Background: an optimization exercise with open tools, aiming at small area, a short achievable clock period and few clock cycles per item. Do not read the settings as production practice.
In this exercise RTL edits were held to simulation tests only and were not proved equivalent to the original.
No activity file was given, so power comes from the tool's default toggle rates.

middle:
// cache
module cache(
    clk,
    proc_reset,
    proc_read,
    proc_write,
    proc_addr,
    proc_rdata,
    proc_wdata,
    proc_stall,
    mem_read,
    mem_write,
    mem_addr,
    mem_rdata,
    mem_wdata,
    mem_ready
);
    input          clk;
    input          proc_reset;
    input          proc_read, proc_write;
    input   [29:0] proc_addr;
    input   [31:0] proc_wdata;
    output         proc_stall;
    output  [31:0] proc_rdata;
    input  [127:0] mem_rdata;
    input          mem_ready;
    output         mem_read, mem_write;
    output  [27:0] mem_addr;
    output [127:0] mem_wdata;
    localparam S_IDLE = 2'd0;
    localparam S_RD   = 2'd1;
    localparam S_WR   = 2'd2;
    reg  [1:0]   state;
    reg  [1:0]   next_state;
    wire [24:0]  tag    = proc_addr[29:5];
    wire [2:0]   index  = proc_addr[4:2];
    wire [1:0]   offset = proc_addr[1:0];
    wire s_idle = (state == S_IDLE);
    wire s_rd   = (state == S_RD);
    wire s_wr   = (state == S_WR);
    wire req    = proc_read || proc_write;
    reg  [127:0] fill;
    always @(*) begin
        fill = mem_rdata;
        if (proc_write) fill[offset*32 +: 32] = proc_wdata;
    end
    reg  [7:0]   valid;
    wire [7:0]   line_hit;
    wire [127:0] line_data [0:7];
    wire [7:0]   sel = 8'b1 << index;
    genvar gi, gw;
    generate
        for (gi = 0; gi < 8; gi = gi + 1) begin : g_line
            reg  [24:0]  ltag;
            reg  [127:0] ldata;
            cache_tag_cmp u_cmp (
  ...
For scale: roughly 51,000 um2 of cells after synthesis.
Settings: LEC_CHECK=0, CAP_MARGIN=20, CORE_MARGIN=2, CORE_UTILIZATION=40, SETUP_SLACK_MARGIN=2.0, SLEW_MARGIN=20, SYNTH_HIERARCHICAL=1, TNS_END_PERCENT=0; clock period 5.0 ns.
standard.sh (not shown) runs the stock make flow with config.mk's settings and CLKGATE_MAP_FILE= SYNTH_SCRIPT=/design/flow/synth_recipe.tcl, a recipe that flattens the netlist after the stock synthesis.
==> flow/flow/run.sh <==
#!/bin/bash
# Layout flow: the standard ORFS flow (standard.sh, standard synthesis
# unchanged), with two changes to how the layout is made:
#  - the port buffers that global placement inserts are buf_2 cells rather
#    than the delay cells the resizer picks by default;
#  - clock tree synthesis runs with ORFS's default arguments plus
#    -dont_use_dummy_load, so no dummy loads are added to the clock tree.
# make's full output goes to standard.log in this folder; ORFS's per-step
# logs stay under orfs/logs/.
set -euo pipefail
export BUFFER_PORTS_ARGS="-buffer_cell sky130_fd_sc_hd__buf_2"
export CTS_ARGS="-sink_clustering_enable -repair_clock_nets -dont_use_dummy_load"
bash standard.sh > standard.log 2>&1
middle: done, clean on timing, DRC and antenna
Testbench counts of middle, summed over its fixed seeds: cycles 109,150, items 32,000.
--- input diff middle..east ---
==> flow/run.sh (new file) <==
#!/bin/bash
# synth_recipe.tcl (not shown) runs the flow's synth.tcl, then flattens the netlist and writes it again
# the make line also repeats each setting of config.mk as NAME=value (left out here)
make -C /OpenROAD-flow-scripts/flow DESIGN_CONFIG=/design/flow/config.mk WORK_HOME=/design/flow/orfs CLKGATE_MAP_FILE= SYNTH_SCRIPT=/design/flow/synth_recipe.tcl finish
removed: flow/flow/run.sh
removed: flow/standard.sh
### Flow results
east has completed all stages; timing, DRC and antenna checks passed. NOTE: worst hold slack in east exceeds that of middle. Summary of east over middle: sequential share of cell area dropped 5.6 points; combinational group share of total power climbed 1.0 points. east vs. middle: global-route usage rose 1.1 points, clock distribution power moved up.

Another version of the RTL of cache (not shown whole).
Size in the first run: roughly 3000 cells after synthesis, roughly 1200 flip-flops, ~0.050 sq mm of cells after synthesis.
Settings: LEC_CHECK=0, CAP_MARGIN=20, CORE_MARGIN=2, CORE_UTILIZATION=55, PLACE_DENSITY=0.68, SETUP_SLACK_MARGIN=2.0, SLEW_MARGIN=20, SYNTH_HIERARCHICAL=1, TNS_END_PERCENT=0; clock period 5.0 ns.
==> flow/flow/run.sh <==
#!/bin/bash
# Layout flow: the standard ORFS flow (standard.sh, standard synthesis
# unchanged), with two changes to how the layout is made:
#  - the port buffers that global placement inserts are buf_2 cells rather
#    than the delay cells the resizer picks by default;
#  - clock tree synthesis runs with ORFS's default arguments plus
#    -dont_use_dummy_load, so no dummy loads are added to the clock tree.
# make's full output goes to standard.log in this folder; ORFS's per-step
# logs stay under orfs/logs/.
set -euo pipefail
export BUFFER_PORTS_ARGS="-buffer_cell sky130_fd_sc_hd__buf_2"
export CTS_ARGS="-sink_clustering_enable -repair_clock_nets -dont_use_dummy_load"
bash standard.sh > standard.log 2>&1
Testbench counts at the start, summed over its fixed seeds: cycles 109,150, items 32,000.
Change:
--- a/flow/flow/run.sh
+++ b/flow/flow/run.sh
@@ -6,3 +6,4 @@
 #  - clock tree synthesis runs with ORFS's default arguments plus
-#    -dont_use_dummy_load, so no dummy loads are added to the clock tree.
+#    -dont_use_dummy_load, so no dummy loads are added to the clock tree,
+#    and with sinks clustered up to 22 to a leaf buffer (at most 100 um across).
 # make's full output goes to standard.log in this folder; ORFS's per-step
@@ -11,3 +12,3 @@
 export BUFFER_PORTS_ARGS="-buffer_cell sky130_fd_sc_hd__buf_2"
-export CTS_ARGS="-sink_clustering_enable -repair_clock_nets -dont_use_dummy_load"
+export CTS_ARGS="-sink_clustering_enable -repair_clock_nets -dont_use_dummy_load -sink_clustering_size 22 -sink_clustering_max_diameter 100"
 bash standard.sh > standard.log 2>&1
- CORE_UTILIZATION: 55 -> 40
- PLACE_DENSITY: 0.68 -> default
The new run finished clean. Final area shrinks by 1.1%. Die area grows by 37%. Maximum frequency shrinks by 1.7%. Non-clock buffer count grows by 42. Total power shrinks by 7.8%.

==> afterwards: timing with drivers on the ports <==
No port has a modelled driver above. Below, the same layouts with a new extraction and two added sets of constraints.
Step 1, drivers: a clkbuf_16 drives clk and a buf_2 each remaining input, both assumed.
Step 2 also shifts input and output timing later by t, the mid clock arrival at the registers, as if the neighbouring blocks saw the same clock.
Slacks: ideal ports / drivers / drivers and shift; pairs: ideal ports / drivers.
run	shift t [ns]	setup WS [ns]	worst setup path after step 2
middle	0.781	0.558 / 0.498 / 0.120	input to register
east	0.826	0.494 / 0.461 / 0.461	input to output
the first run of note 2	0.758	0.751 / 0.669 / 0.669	input to output
the second run of note 2	0.732	0.676 / 0.621 / 0.621	input to output
After both steps every run listed still meets setup and hold. The setup slack of middle, which loses most, moves by -0.060 ns with the drivers and by -0.438 ns with both steps.
